Source: an optimization exercise on an open RTL-to-GDS flow (aim: small area, a short achievable clock period and few clock cycles per item). Production flows keep margins and buffers that such runs may drop. Function was checked by simulation only, so behaviour that the tests miss may differ from the original.

$ cat flow/run.sh
#!/bin/bash
# synth_recipe.tcl (not shown) runs the flow's synth.tcl, then flattens the netlist and writes it again
# the make line also repeats each setting of config.mk as NAME=value (left out here)
make -C /OpenROAD-flow-scripts/flow DESIGN_CONFIG=/design/flow/config.mk WORK_HOME=/design/flow/orfs CLKGATE_MAP_FILE= SYNTH_SCRIPT=/design/flow/synth_recipe.tcl finish
$ cat flow/design.v
`timescale 1ns / 1ps
module serial_multiplier (
    input  logic        clk,
    input  logic        rst,
    input  logic        start,
    input  logic [2:0]  funct3,         
    input  logic [31:0] A,
    input  logic [31:0] B,
    output logic [63:0] result_64,      
    output logic [31:0] result,         
    output logic        ready,
    output logic        stall
);
    logic        busy;
    logic [32:0] a;                     
    logic [7:0]  one, two, neg;         
    logic        d16;                   
    logic        hi_sel;                
    logic [33:0] hs, hc;                
    logic [15:0] lo_s, lo_c;            
    logic [0:0]  cnt;
    logic        first;                 
    logic        xg;                    
    logic        kg;                    
    logic        cin;                   
    logic [16:0] l;                     
    wire a_sgn = (funct3 != 3'b011);
    wire b_sgn = funct3[2] | ~funct3[1];
    function automatic logic [23:0] booth(input logic [16:0] t);
        logic [7:0] o, w, n;
        for (int i = 0; i < 8; i++) begin
            o[i] = t[2*i+1] ^ t[2*i];
            w[i] = (t[2*i+2] & ~t[2*i+1] & ~t[2*i]) | (~t[2*i+2] & t[2*i+1] & t[2*i]);
            n[i] = t[2*i+2] & ~(t[2*i+1] & t[2*i]);
        end
        booth = {n, w, o};
    endfunction
    function automatic logic [33:0] pprow(input logic o, input logic w, input logic n,
                                          input logic [32:0] m);
        logic [33:0] p;
        p = (({34{o}} & {m[32], m}) | ({34{w}} & {m, 1'b0})) ^ {34{n}};
        pprow = {~p[33], p[32:0]};
    endfunction
    wire [33:0] u0 = pprow(one[0], two[0], neg[0], a);
    wire [33:0] u1 = pprow(one[1], two[1], neg[1], a);
    wire [33:0] u2 = pprow(one[2], two[2], neg[2], a);
    wire [33:0] u3 = pprow(one[3], two[3], neg[3], a);
    wire [33:0] u4 = pprow(one[4], two[4], neg[4], a);
    wire [33:0] u5 = pprow(one[5], two[5], neg[5], a);
    wire [33:0] u6 = pprow(one[6], two[6], neg[6], a);
    wire [33:0] u7 = pprow(one[7], two[7], neg[7], a);
    wire [32:0] xr = a & {33{xg}};
    wire [32:0] ux = {~xr[32], xr[31:0]};
    wire [33:0] hs_in = hs & {34{~first}};
    wire [33:0] hc_in = hc & {34{~first}};
    logic [49:0] cs_s, cs_c;
    wire fs0, fc0, fs1, fc1, fs2, fc2, fs3, fc3, fs4, fc4, fs5, fc5, fs6, fc6, fs7, fc7, fs8, fc8, fs9, fc9, fs10, fc10, fs11, fc11, fs12, fc12, fs13, fc13, fs14, fc14, fs15, fc15, fs16, fc16, fs17, fc17, fs18, fc18, fs19, fc19, fs20, fc20, fs21, fc21, fs22, fc22, fs23, fc23, fs24, fc24, fs25, fc25, fs26, fc26, fs27, fc27, fs28, fc28, fs29, fc29, fs30, fc30, fs31, fc31, fs32, fc32, fs33, fc33, fs34, fc34, fs35, fc35, fs36, fc36, fs37, fc37, fs38, fc38, fs39, fc39, fs40, fc40, fs41, fc41, fs42, fc42, fs43, fc43, fs44, fc44, fs45, fc45, fs46, fc46, fs47, fc47, fs48, fc48, fs49, fc49, fs50, fc50, fs51, fc51, fs52, fc52, fs53, fc53, fs54, fc54, fs55, fc55, fs56, fc56, fs57, fc57, fs58, fc58, fs59, fc59, fs60, fc60, fs61, fc61, fs62, fc62, fs63, fc63, fs64, fc64, fs65, fc65, fs66, fc66, fs67, fc67, fs68, fc68, fs69, fc69, fs70, fc70, fs71, fc71, fs72, fc72, fs73, fc73, fs74, fc74, fs75, fc75, fs76, fc76, fs77, fc77, fs78, fc78, fs79, fc79, fs80, fc80, fs81, fc81, fs82, fc82, fs83, fc83, fs84, fc84, fs85, fc85, fs86, fc86, fs87, fc87, fs88, fc88, fs89, fc89, fs90, fc90, fs91, fc91, fs92, fc92, fs93, fc93, fs94, fc94, fs95, fc95, fs96, fc96, fs97, fc97, fs98, fc98, fs99, fc99, fs100, fc100, fs101, fc101, fs102, fc102, fs103, fc103, fs104, fc104, fs105, fc105, fs106, fc106, fs107, fc107, fs108, fc108, fs109, fc109, fs110, fc110, fs111, fc111, fs112, fc112, fs113, fc113, fs114, fc114, fs115, fc115, fs116, fc116, fs117, fc117, fs118, fc118, fs119, fc119, fs120, fc120, fs121, fc121, fs122, fc122, fs123, fc123, fs124, fc124, fs125, fc125, fs126, fc126, fs127, fc127, fs128, fc128, fs129, fc129, fs130, fc130, fs131, fc131, fs132, fc132, fs133, fc133, fs134, fc134, fs135, fc135, fs136, fc136, fs137, fc137, fs138, fc138, fs139, fc139, fs140, fc140, fs141, fc141, fs142, fc142, fs143, fc143, fs144, fc144, fs145, fc145, fs146, fc146, fs147, fc147, fs148, fc148, fs149, fc149, fs150, fc150, fs151, fc151, fs152, fc152, fs153, fc153, fs154, fc154, fs155, fc155, fs156, fc156, fs157, fc157, fs158, fc158, fs159, fc159, fs160, fc160, fs161, fc161, fs162, fc162, fs163, fc163, fs164, fc164, fs165, fc165, fs166, fc166, fs167, fc167, fs168, fc168, fs169, fc169, fs170, fc170, fs171, fc171, fs172, fc172, fs173, fc173, fs174, fc174, fs175, fc175, fs176, fc176, fs177, fc177, fs178, fc178, fs179, fc179, fs180, fc180, fs181, fc181, fs182, fc182, fs183, fc183, fs184, fc184, fs185, fc185, fs186, fc186, fs187, fc187, fs188, fc188, fs189, fc189, fs190, fc190, fs191, fc191, fs192, fc192, fs193, fc193, fs194, fc194, fs195, fc195, fs196, fc196, fs197, fc197, fs198, fc198, fs199, fc199, fs200, fc200, fs201, fc201, fs202, fc202, fs203, fc203, fs204, fc204, fs205, fc205, fs206, fc206, fs207, fc207, fs208, fc208, fs209, fc209, fs210, fc210, fs211, fc211, fs212, fc212, fs213, fc213, fs214, fc214, fs215, fc215, fs216, fc216, fs217, fc217, fs218, fc218, fs219, fc219, fs220, fc220, fs221, fc221, fs222, fc222, fs223, fc223, fs224, fc224, fs225, fc225, fs226, fc226, fs227, fc227, fs228, fc228, fs229, fc229, fs230, fc230, fs231, fc231, fs232, fc232, fs233, fc233, fs234, fc234, fs235, fc235, fs236, fc236, fs237, fc237, fs238, fc238, fs239, fc239, fs240, fc240, fs241, fc241, fs242, fc242, fs243, fc243, fs244, fc244, fs245, fc245, fs246, fc246, fs247, fc247, fs248, fc248, fs249, fc249, fs250, fc250, fs251, fc251, fs252, fc252, fs253, fc253, fs254, fc254, fs255, fc255, fs256, fc256, fs257, fc257, fs258, fc258, fs259, fc259, fs260, fc260, fs261, fc261, fs262, fc262, fs263, fc263, fs264, fc264, fs265, fc265, fs266, fc266, fs267, fc267, fs268, fc268, fs269, fc269, fs270, fc270, fs271, fc271, fs272, fc272, fs273, fc273, fs274, fc274, fs275, fc275, fs276, fc276, fs277, fc277, fs278, fc278, fs279, fc279, fs280, fc280, fs281, fc281, fs282, fc282, fs283, fc283, fs284, fc284, fs285, fc285, fs286, fc286, fs287, fc287, fs288, fc288, fs289, fc289, fs290, fc290, fs291, fc291, fs292, fc292, fs293, fc293, fs294, fc294, fs295, fc295, fs296, fc296, fs297, fc297, fs298, fc298, fs299, fc299, fs300, fc300;
    wire has0, hac0, has1, hac1, has2, hac2, has3, hac3, has4, hac4, has5, hac5, has6, hac6, has7, hac7, has8, hac8, has9, hac9, has10, hac10, has11, hac11, has12, hac12, has13, hac13, has14, hac14;
    serial_multiplier_fa fa0 (.a(hs_in[0]), .b(hc_in[0]), .c(neg[0]), .s(fs0), .co(fc0));
    serial_multiplier_fa fa1 (.a(hs_in[1]), .b(hc_in[1]), .c(u0[1]), .s(fs1), .co(fc1));
    serial_multiplier_fa fa2 (.a(hs_in[2]), .b(hc_in[2]), .c(neg[1]), .s(fs2), .co(fc2));
    serial_multiplier_fa fa3 (.a(u0[2]), .b(u1[0]), .c(fs2), .s(fs3), .co(fc3));
    serial_multiplier_fa fa4 (.a(hs_in[3]), .b(hc_in[3]), .c(u0[3]), .s(fs4), .co(fc4));
    serial_multiplier_fa fa5 (.a(u1[1]), .b(fc2), .c(fs4), .s(fs5), .co(fc5));
    serial_multiplier_fa fa6 (.a(hs_in[4]), .b(hc_in[4]), .c(neg[2]), .s(fs6), .co(fc6));
    serial_multiplier_fa fa7 (.a(u0[4]), .b(u1[2]), .c(u2[0]), .s(fs7), .co(fc7));
    serial_multiplier_fa fa8 (.a(fs6), .b(fc4), .c(fs7), .s(fs8), .co(fc8));
    serial_multiplier_fa fa9 (.a(hs_in[5]), .b(hc_in[5]), .c(u0[5]), .s(fs9), .co(fc9));
    serial_multiplier_fa fa10 (.a(u1[3]), .b(u2[1]), .c(fc6), .s(fs10), .co(fc10));
    serial_multiplier_fa fa11 (.a(fc7), .b(fs9), .c(fs10), .s(fs11), .co(fc11));
    serial_multiplier_fa fa12 (.a(hs_in[6]), .b(hc_in[6]), .c(neg[3]), .s(fs12), .co(fc12));
    serial_multiplier_fa fa13 (.a(u0[6]), .b(u1[4]), .c(u2[2]), .s(fs13), .co(fc13));
    serial_multiplier_fa fa14 (.a(u3[0]), .b(fs12), .c(fc9), .s(fs14), .co(fc14));
    serial_multiplier_fa fa15 (.a(fc10), .b(fs13), .c(fs14), .s(fs15), .co(fc15));
    serial_multiplier_fa fa16 (.a(hs_in[7]), .b(hc_in[7]), .c(u0[7]), .s(fs16), .co(fc16));
    serial_multiplier_fa fa17 (.a(u1[5]), .b(u2[3]), .c(u3[1]), .s(fs17), .co(fc17));
    serial_multiplier_fa fa18 (.a(fc12), .b(fc13), .c(fs16), .s(fs18), .co(fc18));
    serial_multiplier_fa fa19 (.a(fs17), .b(fc14), .c(fs18), .s(fs19), .co(fc19));
    serial_multiplier_fa fa20 (.a(hs_in[8]), .b(hc_in[8]), .c(neg[4]), .s(fs20), .co(fc20));
    serial_multiplier_fa fa21 (.a(u0[8]), .b(u1[6]), .c(u2[4]), .s(fs21), .co(fc21));
    serial_multiplier_fa fa22 (.a(u3[2]), .b(u4[0]), .c(fs20), .s(fs22), .co(fc22));
    serial_multiplier_fa fa23 (.a(fc16), .b(fc17), .c(fs21), .s(fs23), .co(fc23));
    serial_multiplier_fa fa24 (.a(fs22), .b(fc18), .c(fs23), .s(fs24), .co(fc24));
    serial_multiplier_fa fa25 (.a(hs_in[9]), .b(hc_in[9]), .c(u0[9]), .s(fs25), .co(fc25));
    serial_multiplier_fa fa26 (.a(u1[7]), .b(u2[5]), .c(u3[3]), .s(fs26), .co(fc26));
    serial_multiplier_fa fa27 (.a(u4[1]), .b(fc20), .c(fc21), .s(fs27), .co(fc27));
    serial_multiplier_fa fa28 (.a(fs25), .b(fs26), .c(fc22), .s(fs28), .co(fc28));
    serial_multiplier_fa fa29 (.a(fs27), .b(fc23), .c(fs28), .s(fs29), .co(fc29));
    serial_multiplier_fa fa30 (.a(hs_in[10]), .b(hc_in[10]), .c(neg[5]), .s(fs30), .co(fc30));
    serial_multiplier_fa fa31 (.a(u0[10]), .b(u1[8]), .c(u2[6]), .s(fs31), .co(fc31));
    serial_multiplier_fa fa32 (.a(u3[4]), .b(u4[2]), .c(u5[0]), .s(fs32), .co(fc32));
    serial_multiplier_fa fa33 (.a(fs30), .b(fc25), .c(fc26), .s(fs33), .co(fc33));
    serial_multiplier_fa fa34 (.a(fs31), .b(fs32), .c(fc27), .s(fs34), .co(fc34));
    serial_multiplier_fa fa35 (.a(fs33), .b(fc28), .c(fs34), .s(fs35), .co(fc35));
    serial_multiplier_fa fa36 (.a(hs_in[11]), .b(hc_in[11]), .c(u0[11]), .s(fs36), .co(fc36));
    serial_multiplier_fa fa37 (.a(u1[9]), .b(u2[7]), .c(u3[5]), .s(fs37), .co(fc37));
    serial_multiplier_fa fa38 (.a(u4[3]), .b(u5[1]), .c(fc30), .s(fs38), .co(fc38));
    serial_multiplier_fa fa39 (.a(fc31), .b(fc32), .c(fs36), .s(fs39), .co(fc39));
    serial_multiplier_fa fa40 (.a(fs37), .b(fs38), .c(fc33), .s(fs40), .co(fc40));
    serial_multiplier_fa fa41 (.a(fs39), .b(fc34), .c(fs40), .s(fs41), .co(fc41));
    serial_multiplier_fa fa42 (.a(hs_in[12]), .b(hc_in[12]), .c(neg[6]), .s(fs42), .co(fc42));
    serial_multiplier_fa fa43 (.a(u0[12]), .b(u1[10]), .c(u2[8]), .s(fs43), .co(fc43));
    serial_multiplier_fa fa44 (.a(u3[6]), .b(u4[4]), .c(u5[2]), .s(fs44), .co(fc44));
    serial_multiplier_fa fa45 (.a(u6[0]), .b(fs42), .c(fc36), .s(fs45), .co(fc45));
    serial_multiplier_fa fa46 (.a(fc37), .b(fc38), .c(fs43), .s(fs46), .co(fc46));
    serial_multiplier_fa fa47 (.a(fs44), .b(fs45), .c(fc39), .s(fs47), .co(fc47));
    serial_multiplier_fa fa48 (.a(fs46), .b(fc40), .c(fs47), .s(fs48), .co(fc48));
    serial_multiplier_fa fa49 (.a(hs_in[13]), .b(hc_in[13]), .c(u0[13]), .s(fs49), .co(fc49));
    serial_multiplier_fa fa50 (.a(u1[11]), .b(u2[9]), .c(u3[7]), .s(fs50), .co(fc50));
    serial_multiplier_fa fa51 (.a(u4[5]), .b(u5[3]), .c(u6[1]), .s(fs51), .co(fc51));
    serial_multiplier_fa fa52 (.a(fc42), .b(fc43), .c(fc44), .s(fs52), .co(fc52));
    serial_multiplier_fa fa53 (.a(fs49), .b(fs50), .c(fs51), .s(fs53), .co(fc53));
    serial_multiplier_fa fa54 (.a(fc45), .b(fs52), .c(fc46), .s(fs54), .co(fc54));
    serial_multiplier_fa fa55 (.a(fs53), .b(fc47), .c(fs54), .s(fs55), .co(fc55));
    serial_multiplier_fa fa56 (.a(hs_in[14]), .b(hc_in[14]), .c(neg[7]), .s(fs56), .co(fc56));
    serial_multiplier_fa fa57 (.a(u0[14]), .b(u1[12]), .c(u2[10]), .s(fs57), .co(fc57));
    serial_multiplier_fa fa58 (.a(u3[8]), .b(u4[6]), .c(u5[4]), .s(fs58), .co(fc58));
    serial_multiplier_fa fa59 (.a(u6[2]), .b(u7[0]), .c(fs56), .s(fs59), .co(fc59));
    serial_multiplier_fa fa60 (.a(fc49), .b(fc50), .c(fc51), .s(fs60), .co(fc60));
    serial_multiplier_fa fa61 (.a(fs57), .b(fs58), .c(fs59), .s(fs61), .co(fc61));
    serial_multiplier_fa fa62 (.a(fc52), .b(fs60), .c(fc53), .s(fs62), .co(fc62));
    serial_multiplier_fa fa63 (.a(fs61), .b(fc54), .c(fs62), .s(fs63), .co(fc63));
    serial_multiplier_fa fa64 (.a(hs_in[15]), .b(hc_in[15]), .c(u0[15]), .s(fs64), .co(fc64));
    serial_multiplier_fa fa65 (.a(u1[13]), .b(u2[11]), .c(u3[9]), .s(fs65), .co(fc65));
    serial_multiplier_fa fa66 (.a(u4[7]), .b(u5[5]), .c(u6[3]), .s(fs66), .co(fc66));
    serial_multiplier_fa fa67 (.a(u7[1]), .b(fc56), .c(fc57), .s(fs67), .co(fc67));
    serial_multiplier_fa fa68 (.a(fc58), .b(fs64), .c(fs65), .s(fs68), .co(fc68));
    serial_multiplier_fa fa69 (.a(fs66), .b(fc59), .c(fc60), .s(fs69), .co(fc69));
    serial_multiplier_fa fa70 (.a(fs67), .b(fc61), .c(fs68), .s(fs70), .co(fc70));
    serial_multiplier_fa fa71 (.a(fc62), .b(fs69), .c(fs70), .s(fs71), .co(fc71));
    serial_multiplier_fa fa72 (.a(hs_in[16]), .b(hc_in[16]), .c(ux[0]), .s(fs72), .co(fc72));
    serial_multiplier_fa fa73 (.a(u0[16]), .b(u1[14]), .c(u2[12]), .s(fs73), .co(fc73));
    serial_multiplier_fa fa74 (.a(u3[10]), .b(u4[8]), .c(u5[6]), .s(fs74), .co(fc74));
    serial_multiplier_fa fa75 (.a(u6[4]), .b(u7[2]), .c(fs72), .s(fs75), .co(fc75));
    serial_multiplier_fa fa76 (.a(fc64), .b(fc65), .c(fc66), .s(fs76), .co(fc76));
    serial_multiplier_fa fa77 (.a(fs73), .b(fs74), .c(fs75), .s(fs77), .co(fc77));
    serial_multiplier_fa fa78 (.a(fc67), .b(fs76), .c(fc68), .s(fs78), .co(fc78));
    serial_multiplier_fa fa79 (.a(fs77), .b(fc69), .c(fc70), .s(fs79), .co(fc79));
    serial_multiplier_fa fa80 (.a(fs78), .b(fc71), .c(fs79), .s(fs80), .co(fc80));
    serial_multiplier_fa fa81 (.a(hs_in[17]), .b(hc_in[17]), .c(ux[1]), .s(fs81), .co(fc81));
    serial_multiplier_fa fa82 (.a(kg), .b(u0[17]), .c(u1[15]), .s(fs82), .co(fc82));
    serial_multiplier_fa fa83 (.a(u2[13]), .b(u3[11]), .c(u4[9]), .s(fs83), .co(fc83));
    serial_multiplier_fa fa84 (.a(u5[7]), .b(u6[5]), .c(u7[3]), .s(fs84), .co(fc84));
    serial_multiplier_fa fa85 (.a(fc72), .b(fs81), .c(fc73), .s(fs85), .co(fc85));
    serial_multiplier_fa fa86 (.a(fc74), .b(fs82), .c(fs83), .s(fs86), .co(fc86));
    serial_multiplier_fa fa87 (.a(fs84), .b(fc75), .c(fc76), .s(fs87), .co(fc87));
    serial_multiplier_fa fa88 (.a(fs85), .b(fc77), .c(fs86), .s(fs88), .co(fc88));
    serial_multiplier_fa fa89 (.a(fc78), .b(fs87), .c(fs88), .s(fs89), .co(fc89));
    assign has0 = fc79 ^ fs89;
    assign hac0 = fc79 & fs89;
    serial_multiplier_fa fa90 (.a(hs_in[18]), .b(hc_in[18]), .c(ux[2]), .s(fs90), .co(fc90));
    serial_multiplier_fa fa91 (.a(kg), .b(u0[18]), .c(u1[16]), .s(fs91), .co(fc91));
    serial_multiplier_fa fa92 (.a(u2[14]), .b(u3[12]), .c(u4[10]), .s(fs92), .co(fc92));
    serial_multiplier_fa fa93 (.a(u5[8]), .b(u6[6]), .c(u7[4]), .s(fs93), .co(fc93));
    serial_multiplier_fa fa94 (.a(fc81), .b(fs90), .c(fc82), .s(fs94), .co(fc94));
    serial_multiplier_fa fa95 (.a(fc83), .b(fc84), .c(fs91), .s(fs95), .co(fc95));
    serial_multiplier_fa fa96 (.a(fs92), .b(fs93), .c(fc85), .s(fs96), .co(fc96));
    serial_multiplier_fa fa97 (.a(fs94), .b(fc86), .c(fs95), .s(fs97), .co(fc97));
    serial_multiplier_fa fa98 (.a(fc87), .b(fs96), .c(fc88), .s(fs98), .co(fc98));
    serial_multiplier_fa fa99 (.a(fs97), .b(fc89), .c(fs98), .s(fs99), .co(fc99));
    serial_multiplier_fa fa100 (.a(hs_in[19]), .b(hc_in[19]), .c(ux[3]), .s(fs100), .co(fc100));
    serial_multiplier_fa fa101 (.a(u0[19]), .b(u1[17]), .c(u2[15]), .s(fs101), .co(fc101));
    serial_multiplier_fa fa102 (.a(u3[13]), .b(u4[11]), .c(u5[9]), .s(fs102), .co(fc102));
    serial_multiplier_fa fa103 (.a(u6[7]), .b(u7[5]), .c(fc90), .s(fs103), .co(fc103));
    serial_multiplier_fa fa104 (.a(fs100), .b(fc91), .c(fc92), .s(fs104), .co(fc104));
    serial_multiplier_fa fa105 (.a(fc93), .b(fs101), .c(fs102), .s(fs105), .co(fc105));
    serial_multiplier_fa fa106 (.a(fs103), .b(fc94), .c(fs104), .s(fs106), .co(fc106));
    serial_multiplier_fa fa107 (.a(fc95), .b(fs105), .c(fc96), .s(fs107), .co(fc107));
    serial_multiplier_fa fa108 (.a(fc97), .b(fs106), .c(fs107), .s(fs108), .co(fc108));
    serial_multiplier_fa fa109 (.a(fc98), .b(fs108), .c(fc99), .s(fs109), .co(fc109));
    serial_multiplier_fa fa110 (.a(hs_in[20]), .b(hc_in[20]), .c(ux[4]), .s(fs110), .co(fc110));
    serial_multiplier_fa fa111 (.a(kg), .b(u0[20]), .c(u1[18]), .s(fs111), .co(fc111));
    serial_multiplier_fa fa112 (.a(u2[16]), .b(u3[14]), .c(u4[12]), .s(fs112), .co(fc112));
    serial_multiplier_fa fa113 (.a(u5[10]), .b(u6[8]), .c(u7[6]), .s(fs113), .co(fc113));
    serial_multiplier_fa fa114 (.a(fc100), .b(fs110), .c(fc101), .s(fs114), .co(fc114));
    serial_multiplier_fa fa115 (.a(fc102), .b(fc103), .c(fs111), .s(fs115), .co(fc115));
    serial_multiplier_fa fa116 (.a(fs112), .b(fs113), .c(fc104), .s(fs116), .co(fc116));
    serial_multiplier_fa fa117 (.a(fs114), .b(fc105), .c(fs115), .s(fs117), .co(fc117));
    serial_multiplier_fa fa118 (.a(fc106), .b(fs116), .c(fs117), .s(fs118), .co(fc118));
    serial_multiplier_fa fa119 (.a(fc107), .b(fs118), .c(fc108), .s(fs119), .co(fc119));
    serial_multiplier_fa fa120 (.a(hs_in[21]), .b(hc_in[21]), .c(ux[5]), .s(fs120), .co(fc120));
    serial_multiplier_fa fa121 (.a(u0[21]), .b(u1[19]), .c(u2[17]), .s(fs121), .co(fc121));
    serial_multiplier_fa fa122 (.a(u3[15]), .b(u4[13]), .c(u5[11]), .s(fs122), .co(fc122));
    serial_multiplier_fa fa123 (.a(u6[9]), .b(u7[7]), .c(fc110), .s(fs123), .co(fc123));
    serial_multiplier_fa fa124 (.a(fs120), .b(fc111), .c(fc112), .s(fs124), .co(fc124));
    serial_multiplier_fa fa125 (.a(fc113), .b(fs121), .c(fs122), .s(fs125), .co(fc125));
    serial_multiplier_fa fa126 (.a(fs123), .b(fc114), .c(fs124), .s(fs126), .co(fc126));
    serial_multiplier_fa fa127 (.a(fc115), .b(fs125), .c(fc116), .s(fs127), .co(fc127));
    serial_multiplier_fa fa128 (.a(fc117), .b(fs126), .c(fs127), .s(fs128), .co(fc128));
    assign has1 = fc118 ^ fs128;
    assign hac1 = fc118 & fs128;
    serial_multiplier_fa fa129 (.a(hs_in[22]), .b(hc_in[22]), .c(ux[6]), .s(fs129), .co(fc129));
    serial_multiplier_fa fa130 (.a(kg), .b(u0[22]), .c(u1[20]), .s(fs130), .co(fc130));
    serial_multiplier_fa fa131 (.a(u2[18]), .b(u3[16]), .c(u4[14]), .s(fs131), .co(fc131));
    serial_multiplier_fa fa132 (.a(u5[12]), .b(u6[10]), .c(u7[8]), .s(fs132), .co(fc132));
    serial_multiplier_fa fa133 (.a(fc120), .b(fs129), .c(fc121), .s(fs133), .co(fc133));
    serial_multiplier_fa fa134 (.a(fc122), .b(fc123), .c(fs130), .s(fs134), .co(fc134));
    serial_multiplier_fa fa135 (.a(fs131), .b(fs132), .c(fc124), .s(fs135), .co(fc135));
    serial_multiplier_fa fa136 (.a(fs133), .b(fc125), .c(fs134), .s(fs136), .co(fc136));
    serial_multiplier_fa fa137 (.a(fc126), .b(fs135), .c(fs136), .s(fs137), .co(fc137));
    serial_multiplier_fa fa138 (.a(fc127), .b(fs137), .c(fc128), .s(fs138), .co(fc138));
    serial_multiplier_fa fa139 (.a(hs_in[23]), .b(hc_in[23]), .c(ux[7]), .s(fs139), .co(fc139));
    serial_multiplier_fa fa140 (.a(u0[23]), .b(u1[21]), .c(u2[19]), .s(fs140), .co(fc140));
    serial_multiplier_fa fa141 (.a(u3[17]), .b(u4[15]), .c(u5[13]), .s(fs141), .co(fc141));
    serial_multiplier_fa fa142 (.a(u6[11]), .b(u7[9]), .c(fc129), .s(fs142), .co(fc142));
    serial_multiplier_fa fa143 (.a(fs139), .b(fc130), .c(fc131), .s(fs143), .co(fc143));
    serial_multiplier_fa fa144 (.a(fc132), .b(fs140), .c(fs141), .s(fs144), .co(fc144));
    serial_multiplier_fa fa145 (.a(fs142), .b(fc133), .c(fs143), .s(fs145), .co(fc145));
    serial_multiplier_fa fa146 (.a(fc134), .b(fs144), .c(fc135), .s(fs146), .co(fc146));
    serial_multiplier_fa fa147 (.a(fc136), .b(fs145), .c(fs146), .s(fs147), .co(fc147));
    assign has2 = fc137 ^ fs147;
    assign hac2 = fc137 & fs147;
    serial_multiplier_fa fa148 (.a(hs_in[24]), .b(hc_in[24]), .c(ux[8]), .s(fs148), .co(fc148));
    serial_multiplier_fa fa149 (.a(kg), .b(u0[24]), .c(u1[22]), .s(fs149), .co(fc149));
    serial_multiplier_fa fa150 (.a(u2[20]), .b(u3[18]), .c(u4[16]), .s(fs150), .co(fc150));
    serial_multiplier_fa fa151 (.a(u5[14]), .b(u6[12]), .c(u7[10]), .s(fs151), .co(fc151));
    serial_multiplier_fa fa152 (.a(fc139), .b(fs148), .c(fc140), .s(fs152), .co(fc152));
    serial_multiplier_fa fa153 (.a(fc141), .b(fc142), .c(fs149), .s(fs153), .co(fc153));
    serial_multiplier_fa fa154 (.a(fs150), .b(fs151), .c(fc143), .s(fs154), .co(fc154));
    serial_multiplier_fa fa155 (.a(fs152), .b(fc144), .c(fs153), .s(fs155), .co(fc155));
    serial_multiplier_fa fa156 (.a(fc145), .b(fs154), .c(fs155), .s(fs156), .co(fc156));
    serial_multiplier_fa fa157 (.a(fc146), .b(fs156), .c(fc147), .s(fs157), .co(fc157));
    serial_multiplier_fa fa158 (.a(hs_in[25]), .b(hc_in[25]), .c(ux[9]), .s(fs158), .co(fc158));
    serial_multiplier_fa fa159 (.a(u0[25]), .b(u1[23]), .c(u2[21]), .s(fs159), .co(fc159));
    serial_multiplier_fa fa160 (.a(u3[19]), .b(u4[17]), .c(u5[15]), .s(fs160), .co(fc160));
    serial_multiplier_fa fa161 (.a(u6[13]), .b(u7[11]), .c(fc148), .s(fs161), .co(fc161));
    serial_multiplier_fa fa162 (.a(fs158), .b(fc149), .c(fc150), .s(fs162), .co(fc162));
    serial_multiplier_fa fa163 (.a(fc151), .b(fs159), .c(fs160), .s(fs163), .co(fc163));
    serial_multiplier_fa fa164 (.a(fs161), .b(fc152), .c(fs162), .s(fs164), .co(fc164));
    serial_multiplier_fa fa165 (.a(fc153), .b(fs163), .c(fc154), .s(fs165), .co(fc165));
    serial_multiplier_fa fa166 (.a(fc155), .b(fs164), .c(fs165), .s(fs166), .co(fc166));
    assign has3 = fc156 ^ fs166;
    assign hac3 = fc156 & fs166;
    serial_multiplier_fa fa167 (.a(hs_in[26]), .b(hc_in[26]), .c(ux[10]), .s(fs167), .co(fc167));
    serial_multiplier_fa fa168 (.a(kg), .b(u0[26]), .c(u1[24]), .s(fs168), .co(fc168));
    serial_multiplier_fa fa169 (.a(u2[22]), .b(u3[20]), .c(u4[18]), .s(fs169), .co(fc169));
    serial_multiplier_fa fa170 (.a(u5[16]), .b(u6[14]), .c(u7[12]), .s(fs170), .co(fc170));
    serial_multiplier_fa fa171 (.a(fc158), .b(fs167), .c(fc159), .s(fs171), .co(fc171));
    serial_multiplier_fa fa172 (.a(fc160), .b(fc161), .c(fs168), .s(fs172), .co(fc172));
    serial_multiplier_fa fa173 (.a(fs169), .b(fs170), .c(fc162), .s(fs173), .co(fc173));
    serial_multiplier_fa fa174 (.a(fs171), .b(fc163), .c(fs172), .s(fs174), .co(fc174));
    serial_multiplier_fa fa175 (.a(fc164), .b(fs173), .c(fs174), .s(fs175), .co(fc175));
    serial_multiplier_fa fa176 (.a(fc165), .b(fs175), .c(fc166), .s(fs176), .co(fc176));
    serial_multiplier_fa fa177 (.a(hs_in[27]), .b(hc_in[27]), .c(ux[11]), .s(fs177), .co(fc177));
    serial_multiplier_fa fa178 (.a(u0[27]), .b(u1[25]), .c(u2[23]), .s(fs178), .co(fc178));
    serial_multiplier_fa fa179 (.a(u3[21]), .b(u4[19]), .c(u5[17]), .s(fs179), .co(fc179));
    serial_multiplier_fa fa180 (.a(u6[15]), .b(u7[13]), .c(fc167), .s(fs180), .co(fc180));
    serial_multiplier_fa fa181 (.a(fs177), .b(fc168), .c(fc169), .s(fs181), .co(fc181));
    serial_multiplier_fa fa182 (.a(fc170), .b(fs178), .c(fs179), .s(fs182), .co(fc182));
    serial_multiplier_fa fa183 (.a(fs180), .b(fc171), .c(fs181), .s(fs183), .co(fc183));
    serial_multiplier_fa fa184 (.a(fc172), .b(fs182), .c(fc173), .s(fs184), .co(fc184));
    serial_multiplier_fa fa185 (.a(fc174), .b(fs183), .c(fs184), .s(fs185), .co(fc185));
    assign has4 = fc175 ^ fs185;
    assign hac4 = fc175 & fs185;
    serial_multiplier_fa fa186 (.a(hs_in[28]), .b(hc_in[28]), .c(ux[12]), .s(fs186), .co(fc186));
    serial_multiplier_fa fa187 (.a(kg), .b(u0[28]), .c(u1[26]), .s(fs187), .co(fc187));
    serial_multiplier_fa fa188 (.a(u2[24]), .b(u3[22]), .c(u4[20]), .s(fs188), .co(fc188));
    serial_multiplier_fa fa189 (.a(u5[18]), .b(u6[16]), .c(u7[14]), .s(fs189), .co(fc189));
    serial_multiplier_fa fa190 (.a(fc177), .b(fs186), .c(fc178), .s(fs190), .co(fc190));
    serial_multiplier_fa fa191 (.a(fc179), .b(fc180), .c(fs187), .s(fs191), .co(fc191));
    serial_multiplier_fa fa192 (.a(fs188), .b(fs189), .c(fc181), .s(fs192), .co(fc192));
    serial_multiplier_fa fa193 (.a(fs190), .b(fc182), .c(fs191), .s(fs193), .co(fc193));
    serial_multiplier_fa fa194 (.a(fc183), .b(fs192), .c(fs193), .s(fs194), .co(fc194));
    serial_multiplier_fa fa195 (.a(fc184), .b(fs194), .c(fc185), .s(fs195), .co(fc195));
    serial_multiplier_fa fa196 (.a(hs_in[29]), .b(hc_in[29]), .c(ux[13]), .s(fs196), .co(fc196));
    serial_multiplier_fa fa197 (.a(u0[29]), .b(u1[27]), .c(u2[25]), .s(fs197), .co(fc197));
    serial_multiplier_fa fa198 (.a(u3[23]), .b(u4[21]), .c(u5[19]), .s(fs198), .co(fc198));
    serial_multiplier_fa fa199 (.a(u6[17]), .b(u7[15]), .c(fc186), .s(fs199), .co(fc199));
    serial_multiplier_fa fa200 (.a(fs196), .b(fc187), .c(fc188), .s(fs200), .co(fc200));
    serial_multiplier_fa fa201 (.a(fc189), .b(fs197), .c(fs198), .s(fs201), .co(fc201));
    serial_multiplier_fa fa202 (.a(fs199), .b(fc190), .c(fs200), .s(fs202), .co(fc202));
    serial_multiplier_fa fa203 (.a(fc191), .b(fs201), .c(fc192), .s(fs203), .co(fc203));
    serial_multiplier_fa fa204 (.a(fc193), .b(fs202), .c(fs203), .s(fs204), .co(fc204));
    assign has5 = fc194 ^ fs204;
    assign hac5 = fc194 & fs204;
    serial_multiplier_fa fa205 (.a(hs_in[30]), .b(hc_in[30]), .c(ux[14]), .s(fs205), .co(fc205));
    serial_multiplier_fa fa206 (.a(kg), .b(u0[30]), .c(u1[28]), .s(fs206), .co(fc206));
    serial_multiplier_fa fa207 (.a(u2[26]), .b(u3[24]), .c(u4[22]), .s(fs207), .co(fc207));
    serial_multiplier_fa fa208 (.a(u5[20]), .b(u6[18]), .c(u7[16]), .s(fs208), .co(fc208));
    serial_multiplier_fa fa209 (.a(fc196), .b(fs205), .c(fc197), .s(fs209), .co(fc209));
    serial_multiplier_fa fa210 (.a(fc198), .b(fc199), .c(fs206), .s(fs210), .co(fc210));
    serial_multiplier_fa fa211 (.a(fs207), .b(fs208), .c(fc200), .s(fs211), .co(fc211));
    serial_multiplier_fa fa212 (.a(fs209), .b(fc201), .c(fs210), .s(fs212), .co(fc212));
    serial_multiplier_fa fa213 (.a(fc202), .b(fs211), .c(fs212), .s(fs213), .co(fc213));
    serial_multiplier_fa fa214 (.a(fc203), .b(fs213), .c(fc204), .s(fs214), .co(fc214));
    serial_multiplier_fa fa215 (.a(hs_in[31]), .b(hc_in[31]), .c(ux[15]), .s(fs215), .co(fc215));
    serial_multiplier_fa fa216 (.a(u0[31]), .b(u1[29]), .c(u2[27]), .s(fs216), .co(fc216));
    serial_multiplier_fa fa217 (.a(u3[25]), .b(u4[23]), .c(u5[21]), .s(fs217), .co(fc217));
    serial_multiplier_fa fa218 (.a(u6[19]), .b(u7[17]), .c(fc205), .s(fs218), .co(fc218));
    serial_multiplier_fa fa219 (.a(fs215), .b(fc206), .c(fc207), .s(fs219), .co(fc219));
    serial_multiplier_fa fa220 (.a(fc208), .b(fs216), .c(fs217), .s(fs220), .co(fc220));
    serial_multiplier_fa fa221 (.a(fs218), .b(fc209), .c(fs219), .s(fs221), .co(fc221));
    serial_multiplier_fa fa222 (.a(fc210), .b(fs220), .c(fc211), .s(fs222), .co(fc222));
    serial_multiplier_fa fa223 (.a(fc212), .b(fs221), .c(fs222), .s(fs223), .co(fc223));
    assign has6 = fc213 ^ fs223;
    assign hac6 = fc213 & fs223;
    serial_multiplier_fa fa224 (.a(hs_in[32]), .b(hc_in[32]), .c(ux[16]), .s(fs224), .co(fc224));
    serial_multiplier_fa fa225 (.a(u0[32]), .b(u1[30]), .c(u2[28]), .s(fs225), .co(fc225));
    serial_multiplier_fa fa226 (.a(u3[26]), .b(u4[24]), .c(u5[22]), .s(fs226), .co(fc226));
    serial_multiplier_fa fa227 (.a(u6[20]), .b(u7[18]), .c(fc215), .s(fs227), .co(fc227));
    serial_multiplier_fa fa228 (.a(fs224), .b(fc216), .c(fc217), .s(fs228), .co(fc228));
    serial_multiplier_fa fa229 (.a(fc218), .b(fs225), .c(fs226), .s(fs229), .co(fc229));
    serial_multiplier_fa fa230 (.a(fs227), .b(fc219), .c(fs228), .s(fs230), .co(fc230));
    serial_multiplier_fa fa231 (.a(fc220), .b(fs229), .c(fc221), .s(fs231), .co(fc231));
    serial_multiplier_fa fa232 (.a(fs230), .b(fc222), .c(fs231), .s(fs232), .co(fc232));
    serial_multiplier_fa fa233 (.a(fc223), .b(fs232), .c(hac6), .s(fs233), .co(fc233));
    serial_multiplier_fa fa234 (.a(hs_in[33]), .b(hc_in[33]), .c(ux[17]), .s(fs234), .co(fc234));
    serial_multiplier_fa fa235 (.a(u0[33]), .b(u1[31]), .c(u2[29]), .s(fs235), .co(fc235));
    serial_multiplier_fa fa236 (.a(u3[27]), .b(u4[25]), .c(u5[23]), .s(fs236), .co(fc236));
    serial_multiplier_fa fa237 (.a(u6[21]), .b(u7[19]), .c(fc224), .s(fs237), .co(fc237));
    serial_multiplier_fa fa238 (.a(fs234), .b(fc225), .c(fc226), .s(fs238), .co(fc238));
    serial_multiplier_fa fa239 (.a(fc227), .b(fs235), .c(fs236), .s(fs239), .co(fc239));
    serial_multiplier_fa fa240 (.a(fs237), .b(fc228), .c(fs238), .s(fs240), .co(fc240));
    serial_multiplier_fa fa241 (.a(fc229), .b(fs239), .c(fc230), .s(fs241), .co(fc241));
    serial_multiplier_fa fa242 (.a(fs240), .b(fc231), .c(fs241), .s(fs242), .co(fc242));
    assign has7 = fc232 ^ fs242;
    assign hac7 = fc232 & fs242;
    serial_multiplier_fa fa243 (.a(ux[18]), .b(kg), .c(u1[32]), .s(fs243), .co(fc243));
    serial_multiplier_fa fa244 (.a(u2[30]), .b(u3[28]), .c(u4[26]), .s(fs244), .co(fc244));
    serial_multiplier_fa fa245 (.a(u5[24]), .b(u6[22]), .c(u7[20]), .s(fs245), .co(fc245));
    serial_multiplier_fa fa246 (.a(fc234), .b(fc235), .c(fc236), .s(fs246), .co(fc246));
    serial_multiplier_fa fa247 (.a(fc237), .b(fs243), .c(fs244), .s(fs247), .co(fc247));
    serial_multiplier_fa fa248 (.a(fs245), .b(fc238), .c(fs246), .s(fs248), .co(fc248));
    serial_multiplier_fa fa249 (.a(fc239), .b(fs247), .c(fc240), .s(fs249), .co(fc249));
    serial_multiplier_fa fa250 (.a(fs248), .b(fc241), .c(fs249), .s(fs250), .co(fc250));
    assign has8 = fc242 ^ fs250;
    assign hac8 = fc242 & fs250;
    serial_multiplier_fa fa251 (.a(ux[19]), .b(u1[33]), .c(u2[31]), .s(fs251), .co(fc251));
    serial_multiplier_fa fa252 (.a(u3[29]), .b(u4[27]), .c(u5[25]), .s(fs252), .co(fc252));
    serial_multiplier_fa fa253 (.a(u6[23]), .b(u7[21]), .c(fc243), .s(fs253), .co(fc253));
    serial_multiplier_fa fa254 (.a(fc244), .b(fc245), .c(fs251), .s(fs254), .co(fc254));
    serial_multiplier_fa fa255 (.a(fs252), .b(fc246), .c(fs253), .s(fs255), .co(fc255));
    serial_multiplier_fa fa256 (.a(fc247), .b(fs254), .c(fc248), .s(fs256), .co(fc256));
    serial_multiplier_fa fa257 (.a(fs255), .b(fc249), .c(fs256), .s(fs257), .co(fc257));
    assign has9 = fc250 ^ fs257;
    assign hac9 = fc250 & fs257;
    serial_multiplier_fa fa258 (.a(ux[20]), .b(kg), .c(u2[32]), .s(fs258), .co(fc258));
    serial_multiplier_fa fa259 (.a(u3[30]), .b(u4[28]), .c(u5[26]), .s(fs259), .co(fc259));
    serial_multiplier_fa fa260 (.a(u6[24]), .b(u7[22]), .c(fc251), .s(fs260), .co(fc260));
    serial_multiplier_fa fa261 (.a(fc252), .b(fs258), .c(fs259), .s(fs261), .co(fc261));
    serial_multiplier_fa fa262 (.a(fc253), .b(fs260), .c(fc254), .s(fs262), .co(fc262));
    serial_multiplier_fa fa263 (.a(fs261), .b(fc255), .c(fs262), .s(fs263), .co(fc263));
    serial_multiplier_fa fa264 (.a(fc256), .b(fs263), .c(fc257), .s(fs264), .co(fc264));
    serial_multiplier_fa fa265 (.a(ux[21]), .b(u2[33]), .c(u3[31]), .s(fs265), .co(fc265));
    serial_multiplier_fa fa266 (.a(u4[29]), .b(u5[27]), .c(u6[25]), .s(fs266), .co(fc266));
    serial_multiplier_fa fa267 (.a(u7[23]), .b(fc258), .c(fc259), .s(fs267), .co(fc267));
    serial_multiplier_fa fa268 (.a(fs265), .b(fs266), .c(fc260), .s(fs268), .co(fc268));
    serial_multiplier_fa fa269 (.a(fs267), .b(fc261), .c(fc262), .s(fs269), .co(fc269));
    serial_multiplier_fa fa270 (.a(fs268), .b(fc263), .c(fs269), .s(fs270), .co(fc270));
    serial_multiplier_fa fa271 (.a(ux[22]), .b(kg), .c(u3[32]), .s(fs271), .co(fc271));
    serial_multiplier_fa fa272 (.a(u4[30]), .b(u5[28]), .c(u6[26]), .s(fs272), .co(fc272));
    serial_multiplier_fa fa273 (.a(u7[24]), .b(fc265), .c(fc266), .s(fs273), .co(fc273));
    serial_multiplier_fa fa274 (.a(fs271), .b(fs272), .c(fc267), .s(fs274), .co(fc274));
    serial_multiplier_fa fa275 (.a(fs273), .b(fc268), .c(fs274), .s(fs275), .co(fc275));
    assign has10 = fc269 ^ fs275;
    assign hac10 = fc269 & fs275;
    serial_multiplier_fa fa276 (.a(ux[23]), .b(u3[33]), .c(u4[31]), .s(fs276), .co(fc276));
    serial_multiplier_fa fa277 (.a(u5[29]), .b(u6[27]), .c(u7[25]), .s(fs277), .co(fc277));
    serial_multiplier_fa fa278 (.a(fc271), .b(fc272), .c(fs276), .s(fs278), .co(fc278));
    serial_multiplier_fa fa279 (.a(fs277), .b(fc273), .c(fs278), .s(fs279), .co(fc279));
    serial_multiplier_fa fa280 (.a(fc274), .b(fs279), .c(fc275), .s(fs280), .co(fc280));
    serial_multiplier_fa fa281 (.a(ux[24]), .b(kg), .c(u4[32]), .s(fs281), .co(fc281));
    serial_multiplier_fa fa282 (.a(u5[30]), .b(u6[28]), .c(u7[26]), .s(fs282), .co(fc282));
    serial_multiplier_fa fa283 (.a(fc276), .b(fc277), .c(fs281), .s(fs283), .co(fc283));
    serial_multiplier_fa fa284 (.a(fs282), .b(fc278), .c(fs283), .s(fs284), .co(fc284));
    assign has11 = fc279 ^ fs284;
    assign hac11 = fc279 & fs284;
    serial_multiplier_fa fa285 (.a(ux[25]), .b(u4[33]), .c(u5[31]), .s(fs285), .co(fc285));
    serial_multiplier_fa fa286 (.a(u6[29]), .b(u7[27]), .c(fc281), .s(fs286), .co(fc286));
    serial_multiplier_fa fa287 (.a(fc282), .b(fs285), .c(fs286), .s(fs287), .co(fc287));
    serial_multiplier_fa fa288 (.a(fc283), .b(fc284), .c(fs287), .s(fs288), .co(fc288));
    serial_multiplier_fa fa289 (.a(ux[26]), .b(kg), .c(u5[32]), .s(fs289), .co(fc289));
    serial_multiplier_fa fa290 (.a(u6[30]), .b(u7[28]), .c(fc285), .s(fs290), .co(fc290));
    serial_multiplier_fa fa291 (.a(fs289), .b(fc286), .c(fs290), .s(fs291), .co(fc291));
    assign has12 = fc287 ^ fs291;
    assign hac12 = fc287 & fs291;
    serial_multiplier_fa fa292 (.a(ux[27]), .b(u5[33]), .c(u6[31]), .s(fs292), .co(fc292));
    serial_multiplier_fa fa293 (.a(u7[29]), .b(fc289), .c(fs292), .s(fs293), .co(fc293));
    serial_multiplier_fa fa294 (.a(fc290), .b(fs293), .c(fc291), .s(fs294), .co(fc294));
    serial_multiplier_fa fa295 (.a(ux[28]), .b(kg), .c(u6[32]), .s(fs295), .co(fc295));
    serial_multiplier_fa fa296 (.a(u7[30]), .b(fc292), .c(fs295), .s(fs296), .co(fc296));
    assign has13 = fc293 ^ fs296;
    assign hac13 = fc293 & fs296;
    serial_multiplier_fa fa297 (.a(ux[29]), .b(u6[33]), .c(u7[31]), .s(fs297), .co(fc297));
    serial_multiplier_fa fa298 (.a(fc295), .b(fs297), .c(fc296), .s(fs298), .co(fc298));
    serial_multiplier_fa fa299 (.a(ux[30]), .b(kg), .c(u7[32]), .s(fs299), .co(fc299));
    assign has14 = fc297 ^ fs299;
    assign hac14 = fc297 & fs299;
    serial_multiplier_fa fa300 (.a(ux[31]), .b(u7[33]), .c(fc299), .s(fs300), .co(fc300));
    assign cs_s[0] = u0[0];
    assign cs_c[0] = fs0;
    assign cs_s[1] = fc0;
    assign cs_c[1] = fs1;
    assign cs_s[2] = fc1;
    assign cs_c[2] = fs3;
    assign cs_s[3] = fc3;
    assign cs_c[3] = fs5;
    assign cs_s[4] = fc5;
    assign cs_c[4] = fs8;
    assign cs_s[5] = fc8;
    assign cs_c[5] = fs11;
    assign cs_s[6] = fc11;
    assign cs_c[6] = fs15;
    assign cs_s[7] = fc15;
    assign cs_c[7] = fs19;
    assign cs_s[8] = fc19;
    assign cs_c[8] = fs24;
    assign cs_s[9] = fc24;
    assign cs_c[9] = fs29;
    assign cs_s[10] = fc29;
    assign cs_c[10] = fs35;
    assign cs_s[11] = fc35;
    assign cs_c[11] = fs41;
    assign cs_s[12] = fc41;
    assign cs_c[12] = fs48;
    assign cs_s[13] = fc48;
    assign cs_c[13] = fs55;
    assign cs_s[14] = fc55;
    assign cs_c[14] = fs63;
    assign cs_s[15] = fc63;
    assign cs_c[15] = fs71;
    assign cs_s[16] = fs80;
    assign cs_c[16] = 1'b0;
    assign cs_s[17] = fc80;
    assign cs_c[17] = has0;
    assign cs_s[18] = hac0;
    assign cs_c[18] = fs99;
    assign cs_s[19] = fs109;
    assign cs_c[19] = 1'b0;
    assign cs_s[20] = fc109;
    assign cs_c[20] = fs119;
    assign cs_s[21] = fc119;
    assign cs_c[21] = has1;
    assign cs_s[22] = hac1;
    assign cs_c[22] = fs138;
    assign cs_s[23] = fc138;
    assign cs_c[23] = has2;
    assign cs_s[24] = hac2;
    assign cs_c[24] = fs157;
    assign cs_s[25] = fc157;
    assign cs_c[25] = has3;
    assign cs_s[26] = hac3;
    assign cs_c[26] = fs176;
    assign cs_s[27] = fc176;
    assign cs_c[27] = has4;
    assign cs_s[28] = hac4;
    assign cs_c[28] = fs195;
    assign cs_s[29] = fc195;
    assign cs_c[29] = has5;
    assign cs_s[30] = hac5;
    assign cs_c[30] = fs214;
    assign cs_s[31] = fc214;
    assign cs_c[31] = has6;
    assign cs_s[32] = fs233;
    assign cs_c[32] = 1'b0;
    assign cs_s[33] = fc233;
    assign cs_c[33] = has7;
    assign cs_s[34] = hac7;
    assign cs_c[34] = has8;
    assign cs_s[35] = hac8;
    assign cs_c[35] = has9;
    assign cs_s[36] = hac9;
    assign cs_c[36] = fs264;
    assign cs_s[37] = fc264;
    assign cs_c[37] = fs270;
    assign cs_s[38] = fc270;
    assign cs_c[38] = has10;
    assign cs_s[39] = hac10;
    assign cs_c[39] = fs280;
    assign cs_s[40] = fc280;
    assign cs_c[40] = has11;
    assign cs_s[41] = hac11;
    assign cs_c[41] = fs288;
    assign cs_s[42] = fc288;
    assign cs_c[42] = has12;
    assign cs_s[43] = hac12;
    assign cs_c[43] = fs294;
    assign cs_s[44] = fc294;
    assign cs_c[44] = has13;
    assign cs_s[45] = hac13;
    assign cs_c[45] = fs298;
    assign cs_s[46] = fc298;
    assign cs_c[46] = has14;
    assign cs_s[47] = hac14;
    assign cs_c[47] = fs300;
    assign cs_s[48] = ux[32];
    assign cs_c[48] = fc300;
    assign cs_s[49] = 1'b0;
    assign cs_c[49] = 1'b0;
    wire [17:0] lo_w = {1'b0, lo_s, 1'b1} + {1'b0, lo_c, cin};
    wire [16:0] lo_sum = lo_w[17:1];
    wire [48:0] pw = {hs[31:0], lo_s, 1'b1} + {hc[31:0], lo_c, cin};
    assign result_64 = {pw[48:1], l[16:1]};
    assign result    = hi_sel ? result_64[63:32] : result_64[31:0];
    assign stall     = busy;
    always_ff @(posedge clk or posedge rst) begin
        if (rst) begin
            busy  <= 1'b0;
            ready <= 1'b0;
        end else begin
            busy  <= busy ? (cnt != 1'd1) : start;
            ready <= busy & (cnt == 1'd1);
        end
    end
    always_ff @(posedge clk) begin
        first <= ~busy;
        xg    <= busy & (cnt == 1'd0) & d16;
        kg    <= busy & (cnt == 1'd0);
        cnt   <= busy ? cnt + 1'd1 : 1'd0;
        hs    <= cs_s[49:16];
        hc    <= cs_c[49:16];
        lo_s  <= cs_s[15:0];
        lo_c  <= cs_c[15:0];
        cin   <= ~first & lo_sum[16];
        if (busy) begin
            l <= {lo_sum[15:0], l[16:16]};
            {neg, two, one} <= booth(l[16:0]);
        end else begin
            l <= B[31:15];
            {neg, two, one} <= booth({B[15:0], 1'b0});
            a      <= {a_sgn & A[31], A};
            d16    <= ~b_sgn & B[31];
            hi_sel <= ~funct3[2] & (funct3[1] | funct3[0]);
        end
    end
endmodule
module serial_multiplier_fa (
    input  logic a,
    input  logic b,
    input  logic c,
    output logic s,
    output logic co
);
    assign s  = a ^ b ^ c;
    assign co = (a & b) | (a & c) | (b & c);
endmodule
$ cat flow/config.mk
export PLATFORM = sky130hd
export DESIGN_NAME = serial_multiplier
export DESIGN_NICKNAME = serial_multiplier
export VERILOG_FILES = /design/flow/design.v
export SDC_FILE = /design/flow/constraint.sdc
export NUM_CORES = 4
export LEC_CHECK = 0
export CAP_MARGIN = 20
export CORE_MARGIN = 2
export CORE_UTILIZATION = 50
export SETUP_SLACK_MARGIN = 1.2
export SLEW_MARGIN = 20
export SYNTH_HIERARCHICAL = 1
export SYNTH_MINIMUM_KEEP_SIZE = 0
$ cat flow/constraint.sdc
create_clock -name core_clock -period 5.5 [get_ports {clk}]
set_input_delay 1.1000 -clock core_clock [delete_from_list [all_inputs] [get_ports {clk}]]
set_output_delay 1.1000 -clock core_clock [all_outputs]
set_load 0.01 [all_outputs]
==> impl_metrics.csv, run 1 <==
group,metric,value,unit
yosys,synth.distinct_cells,68,
place,gp_congestion,0.920,
worst_hold_path,min_from,"cnt",
floorplan,rows,73,
yosys,synth_seq_cells,178,
worst_hold_path,hp-class,"reg2reg",
yosys,ys_warn_count,7,
floorplan,dieArea,41500,um^2
final_layout,fill_cells,3300,
timing,finClkSkew,0.0203,ns
run_status,status,"finished clean",
routing,finalWirelength,71.2,mm
clock_tree,cts_sinks,178,
timing,final_hold_viol_count,0,
timing,finalMaxSlewViolations,0,
global_route,antenna_found_initial,1,
clock_tree,insertion_delay,0.47,ns
setup_path,timing.rr.end,"hs[16]",
yosys,synth-edff-count,35,
global_route,grtUsageTotal,34.5,%
global_route,grt_max_degree,64,
setup_path,r2r_cells,9,
setup_path,cp-end-kind,"primary output",
yosys,yosysSeqAreaShare,19.7,%
timing,setup_viol,0,
setup_path,worstPathRequired,4.40,ns
routing,wire_per_inst,27.8,um
global_route,grt_pass1_wl,105,mm
yosys,synthFlopType,"dfxtp_1",
timing,period_minus_slack,4.47,ns
timing,tightest_slew,0.882,ns
routing,dr.first_iter.drc_count,1361,
yosys,synthArstFlopShare,1.12,%
floorplan,core,39500,um^2
run,maxCapViolCount,0,
routing,drc,0,
clock_tree,path_clk_slew,0.07,ns
yosys,syn-instance-count,1882,
place,dp_hpwl,52.6,mm
timing,rsz0062_at_grt,"true",
timing,tns,0,ns
floorplan,io_pins,168,
worst_hold_path,min_path_cells,1,
setup_path,path_class,"reg2out",
timing,fmax,224,MHz
clock_tree,tritoncts,"yes",
clock_tree,cts.path.max_buffers,2,
routing,vias,15800,
setup_path,r2r-start,"two[1]",
clock_tree,root_buffer,"clkbuf_16",
place,portBuffers,167,
setup_path,crit_fanout,7,
routing,ant_nets,0,
final_layout,nets,2471,
floorplan,die_x,204,um
global_route,grt_pass1_vias,16500,
global_route,grt_overflow,0,
clock_tree,hold_buffers,0,
setup_path,r2r_slack,1.30,ns
setup_path,cp-start-kind,"flop",
timing,max_slew_margin,41.2,%
timing,holdWs,0.436,ns
floorplan,initial_core_util,50.5,%
routing,dr.pass1.iters,5,
setup_path,cp.arrival,3.37,ns
clock_tree,cts_buffers,17,
clock_tree,cts.htree.levels,4,
floorplan,fp.dieH,204,um
final_layout,drive_above_1_share,22.0,%
yosys,syn_area_per_cell,10.6,um^2
yosys,syn_area,20000,um^2
final_layout,syn2layout_area_growth,22.2,%
timing,period_share,81.2,%
routing,viasPerCell,6.18,
worst_hold_path,min_to,"cnt",
-- repair_timing --
action / in CTS / in global routing
endpoints found under the setup margin: 95 / 61
gates resized for setup: 186 / 115
setup buffers: 36 / 61
pin swaps: 52 / 46
-- how the worst max path moves through the flow --
| stage | start | end | slack [ns] | cells after the start |
|---|---|---|---|---|
| 2_1_floorplan | first | hs[3] | 1.39 | 10 |
| 3_3_place_gp | lo_s[4] | result[31] | 0.97 | 11 |
| 3_5_place_dp | lo_s[4] | result[31] | 0.91 | 11 |
| 4_1_cts | hc[2] | result[29] | 0.98 | 13 |
| 5_1_grt | lo_s[4] | result[29] | 0.94 | 13 |
| 6_report | lo_s[15] | result[29] | 1.03 | 12 |
-- cells in the final DEF, fill, tap and decap left out, types with 17 or more instances in the layout --
| cell | Yosys | layout |
|---|---|---|
| a21o_1 | 28 | 28 |
| a21oi_1 | 44 | 28 |
| a22oi_1 | 256 | 256 |
| and2_1 | 36 | 36 |
| buf_4 | 17 | 162 |
| clkbuf_16 | 0 | 17 |
| clkdlybuf4s50_1 | 0 | 118 |
| dfxtp_1 | 141 | 110 |
| dfxtp_2 | 0 | 30 |
| edfxtp_1 | 35 | 35 |
| fa_1 | 302 | 301 |
| ha_1 | 74 | 43 |
| ha_4 | 0 | 26 |
| mux2_2 | 53 | 41 |
| nand2_1 | 58 | 55 |
| nor2_1 | 47 | 44 |
| nor2b_1 | 71 | 70 |
| o21ai_0 | 25 | 19 |
| xnor2_1 | 296 | 276 |
| xnor2_2 | 2 | 18 |
-- registers in the layout, indices dropped and copies added (netlist names), 8 cells and up --
name / flops
lo_s: 16
a: 33
hs: 33
neg: 8
l: 17
hc: 30
two: 8
lo_c: 16
one: 8
-- per-module statistics from Yosys, one instance, submodules excluded --
module	area (um^2)	copies in the design	cells	flip-flops and latches
serial_multiplier	13900	1	1581	178
serial_multiplier_fa	20.0	301	1	0
-- cell families (layout without fill, tap and decap cells) --
group,after synthesis,after routing,share of synthesized area [%]
AO/OA/AOI/OAI,438,438,16.0
XOR/XNOR,319,319,14.1
adder cells (fa/ha/maj),376,376,34.9
buffers and inverters,236,387,4.85
flip-flops,178,178,19.7
multiplexers,54,54,3.04
other,1,7,0.0188
AND/OR/NAND/NOR,280,280,7.47
-- worst max-delay path, cell delays in order, from the launching register on --
cell and delay (ns):
dfxtp_1 0.33, ha_4 0.32, o21ai_1 0.10, or3_1 0.41, a21o_1 0.19, o211ai_2 0.10, a41oi_2 0.19, a221oi_2 0.39
a31oi_1 0.15, xnor2_1 0.17, buf_4 0.15, mux2_4 0.25, buf_2 0.14
-- cell type report --
class | count | area (um^2) | area share [%]
multi-input cells | 1472 | 16100 | 66.0
clock inverters | 11 | 141 | 0.580
diodes | 2 | 5.00 | 0.0205
clock buffers | 20 | 467 | 1.91
well taps | 525 | 657 | 2.69
inverters | 17 | 63.8 | 0.262
flip-flops and latches | 178 | 3970 | 16.3
repair buffers | 339 | 2990 | 12.3
-- synthesized netlist by cell type (14+ instances only) --
cell      number  area share (%)
xor2_1        21            0.92
clkbuf_1     164             3.1
buf_4         17            0.64
a21oi_1       44             1.1
nand3_1       14            0.35
edfxtp_1      35             5.3
a21o_1        28             1.1
buf_1         23            0.43
a211oi_1      15            0.56
fa_1         302              30
inv_1         16            0.30
mux2_2        53             3.0
nand2_1       58             1.1
ha_1          74             4.6
o21ai_0       25            0.63
a22oi_1      256             9.6
and2_1        36             1.1
dfxtp_1      141              14
xnor2_1      296              13
nor2_1        47            0.88
nor2b_1       71             2.2
-- metrics by stage --
step / worst slack (ns) / utilization (%) / cell area [um^2] / cells
floorplan: 1.39 / - / 20000 / 1886
global placement: 0.974 / 55.6 / 22000 / 2434
detailed placement: 0.913 / 55.6 / 22000 / 2434
CTS: 0.979 / 59.6 / 23600 / 2501
global route: 0.943 / 61.7 / 24400 / 2563
finish: 1.03 / 61.7 / 24400 / 2564
-- layer usage --
layer	wire length [um]	track usage (%)
met2	35900	59.6
met5	0	0
met4	3070	14.4
met3	4920	5.35
met1	27300	43.1
Testbench counts, summed over its fixed seeds: cycles 9,608, items 3,200.
==> inputs of run 2 (changes only) <==
==> flow/flow/run.sh (new file) <==
#!/bin/bash
# Own layout flow: the standard flow, with two placement/sizing knobs changed.
# - the port buffers are buf_1 cells (the standard flow's buffer_ports picks a
#   delay buffer, clkdlybuf4s50_1, for every port);
# - the resizer may change a cell to one with another footprint (the platform
#   sets MATCH_CELL_FOOTPRINT=1), so a flip-flop can be upsized.
# Synthesis is the standard synthesis, unchanged.
set -euo pipefail
bash standard.sh synth > flow_synth.log 2>&1
sed -e 's|^make -C |make MATCH_CELL_FOOTPRINT=0 "BUFFER_PORTS_ARGS=-buffer_cell sky130_fd_sc_hd__buf_1" -C |' standard.sh > layout.sh
grep -q 'MATCH_CELL_FOOTPRINT=0' layout.sh
bash layout.sh finish > flow_layout.log 2>&1
==> flow/standard.sh (new file) <==
#!/bin/bash
# synth_recipe.tcl (not shown) runs the flow's synth.tcl, then flattens the netlist and writes it again
# the make line also repeats each setting of config.mk as NAME=value (left out here)
make -C /OpenROAD-flow-scripts/flow DESIGN_CONFIG=/design/flow/config.mk WORK_HOME=/design/flow/orfs CLKGATE_MAP_FILE= SYNTH_SCRIPT=/design/flow/synth_recipe.tcl "${@:-finish}"
removed: flow/run.sh
==> run 2 against run 1 <==
Largest cell class unchanged. Still clean on timing, DRC and antenna. Critical endpoint is now result[25]. Utilization decreased by 4.8 points. Clock skew fell by 0.0071 ns. First-iteration DRC count is 6.2% higher.
==> impl_metrics.csv, run 2 <==
group,metric,value,unit
clock_tree,insertion_delay,0.48,ns
global_route,grt_overflow,0,
yosys,syn_area_per_cell,10.6,um^2
routing,finalWirelength,68.7,mm
routing,viasPerCell,6.15,
place,gp_congestion,0.932,
yosys,synth_seq_cells,178,
run,maxCapViolCount,0,
yosys,synth_top_cell_area_share,30.3,%
timing,period_share,79.8,%
routing,dr.first_iter.drc_count,1445,
final_layout,final_common_cell,"fa_1",
clock_tree,root_buffer,"clkbuf_16",
final_layout,drive_above_1_share,17.1,%
final_layout,fin_util,56.9,%
routing,vias,15500,
setup_path,r2r_cells,7,
final_layout,reg.largest.list,"a (33), hs (33), hc (30)",
yosys,ys_warn_count,7,
clock_tree,path_clk_slew,0.08,ns
yosys,synth_fa_ha_area_share,34.9,%
yosys,synth_top_family_by_area,"adder cells",
global_route,grt_pass1_wl,101,mm
floorplan,dieArea,41500,um^2
place,placed_area,20900,um^2
yosys,syn_area,20000,um^2
worst_hold_path,hp-class,"reg2reg",
floorplan,fp.dieH,204,um
place,portBuffers,167,
floorplan,core,39500,um^2
yosys,synth_mux_area_share,3.04,%
yosys,yosysSeqAreaShare,19.7,%
yosys,synth.most_common_cell,"fa_1",
timing,rsz0062_at_grt,"true",
setup_path,cp-end-kind,"primary output",
timing,fmax,228,MHz
timing,tns,0,ns
yosys,synthSimpleGateAreaFrac,7.47,%
timing,finClkSkew,0.0132,ns
timing,setup_viol,0,
yosys,synth_xor_area_share,14.1,%
yosys,synthArstFlopShare,1.12,%
final_layout,fin_area,22500,um^2
global_route,antenna_found_initial,2,
final_layout,nets,2424,
yosys,ys_top_cells_by_count,"fa_1, xnor2_1, a22oi_1",
floorplan,initial_core_util,50.5,%
routing,dr.pass1.iters,6,
yosys,synth.distinct_cells,68,
setup_path,timing.rr.end,"hs[3]",
place,dp_hpwl,50.9,mm
setup_path,r2r_slack,1.28,ns
yosys,yosys-top-cells-area,"fa_1, dfxtp_1, xnor2_1",
yosys,synth-edff-count,35,
yosys,syn-instance-count,1882,
global_route,grt_max_degree,54,
setup_path,cp-start-kind,"flop",
run_status,status,"finished clean",
floorplan,rows,73,
yosys,synth_compound_area_share,16.0,%
timing,finalMaxSlewViolations,0,
routing,ant_nets,0,
clock_tree,cts_sinks,178,
clock_tree,cts_buffers,17,
floorplan,io_pins,168,
setup_path,endpoint,"result[25]",
global_route,grt_pass1_vias,16000,
setup_path,critical_path.startpoint,"lo_s[0]",
setup_path,r2r-start,"neg[6]",
final_layout,syn2layout_area_growth,12.8,%
timing,period_minus_slack,4.39,ns
setup_path,cp.arrival,3.29,ns
routing,drc,0,
setup_path,path_class,"reg2out",
floorplan,die_x,204,um
global_route,grtUsageTotal,33.4,%
clock_tree,cts.htree.levels,4,
clock_tree,tritoncts,"yes",
setup_path,worstPathRequired,4.40,ns
yosys,synthFlopType,"dfxtp_1",
yosys,synth_top_cell_by_area,"fa_1",
timing,tightest_slew,1.02,ns
timing,max_slew_margin,32.1,%
setup_path,crit_fanout,3,
routing,wire_per_inst,27.3,um
timing,final_hold_viol_count,0,
final_layout,layout_common_cells,"fa_1, xnor2_1, a22oi_1, buf_1, buf_4",
clock_tree,cts.path.max_buffers,2,
-- run 2: changes by cell type in the layout (fill, tap and decap cells not counted), sizes merged --
cell and change:
clkbuf -9, buf +109, clkdlybuf4s50 -118, bufinv -2
dlymetal6s2s -14, dlygate4sd2 -16, inv +4, diode -1
-- run 2: critical path: stages (launching register included) --
cell	delay [ns]
dfxtp_2	0.34
fa_2	0.41
a211oi_2	0.24
o211ai_1	0.13
buf_4	0.18
a21oi_4	0.16
o211ai_2	0.15
a41oi_2	0.33
a221oi_4	0.12
a31oi_1	0.22
xnor2_1	0.13
mux2_4	0.28
buf_6	0.12
-- run 2: logic make-up (layout without fill, tap and decap cells) --
kind of cell	Yosys count	count (layout)
AND/OR/NAND/NOR	280	280
other	1	6
XOR/XNOR	319	319
buffers and inverters	236	341
flip-flops	178	178
multiplexers	54	54
adder cells (fa/ha/maj)	376	376
AO/OA/AOI/OAI	438	438
-- run 2: metrics by stage --
step | setup slack, ns | std cells | hold WS [ns]
finish | 1.11 | 2517 | 0.427
global route | 1.02 | 2516 | 0.443
CTS | 1.13 | 2473 | 0.425
detailed placement | 0.918 | 2422 | 0.415
global placement | 0.803 | 2422 | 0.409
floorplan | 1.39 | 1886 | 0.393
-- run 2: final cells by class --
type / instances / area (um^2)
Fill cell: 3413 / 17000
Multi-Input combinational cell: 1472 / 15600
Sequential cell: 178 / 3970
Timing Repair Buffer: 292 / 1650
Tap cell: 525 / 657
Clock buffer: 19 / 453
Clock inverter: 13 / 115
Inverter: 17 / 63.8
Antenna cell: 1 / 2.50
-- run 2: metal layers --
layer | track usage, % | vias up | share of wire (%)
met2 | 54.4 | 804 | 48
li1 | - | 6659 | -
met4 | 18.7 | 2 | 5.9
met1 | 42.2 | 7816 | 39
met5 | 0 | - | 0.015
met3 | 5.91 | 211 | 7.7
-- run 2: worst min-delay path by stage --
stage / from / cells after the start / to / slack (ns)
after floorplan: cnt / 1 / cnt / 0.39
after global placement: cnt / 1 / cnt / 0.41
after detailed placement: cnt / 1 / cnt / 0.42
after CTS: rst / 2 / ready / 0.43
after global routing: rst / 2 / ready / 0.44
final: cnt / 1 / cnt / 0.43
-- run 2: per-module statistics from Yosys, one instance, submodules excluded --
module | flops+latches | cells
serial_multiplier | 178 | 1581
serial_multiplier_fa | 0 | 1
-- run 2: timing repair --
action                     CTS  global route
setup buffers               19            43
gates resized for setup     63            72
hold buffers                 0             0
pin swaps                   20            34
setup endpoints to repair   68            44

static timing again, ports no longer ideal:
The flow's constraints put no driver on any port. The routed layouts listed below were extracted and timed again, unchanged, in two steps.
Step 1 assumes that a clkbuf_16 drives the clock port and a buf_2 every other input.
Step 2, shift: input delay + t, output delay - t, t = (earliest + latest rising clock arrival at the registers) / 2. This alone moves slack from input paths to output paths.
Three values: ideal, step 1, step 2; two values: the first two.
run	t (ns)	slack for setup (ns)	pins driven straight from the clock port
run 1	0.524	1.034 / 0.972 / 1.301	1
run 2	0.526	1.111 / 1.055 / 1.277	1
After both steps every run listed still meets setup and hold.
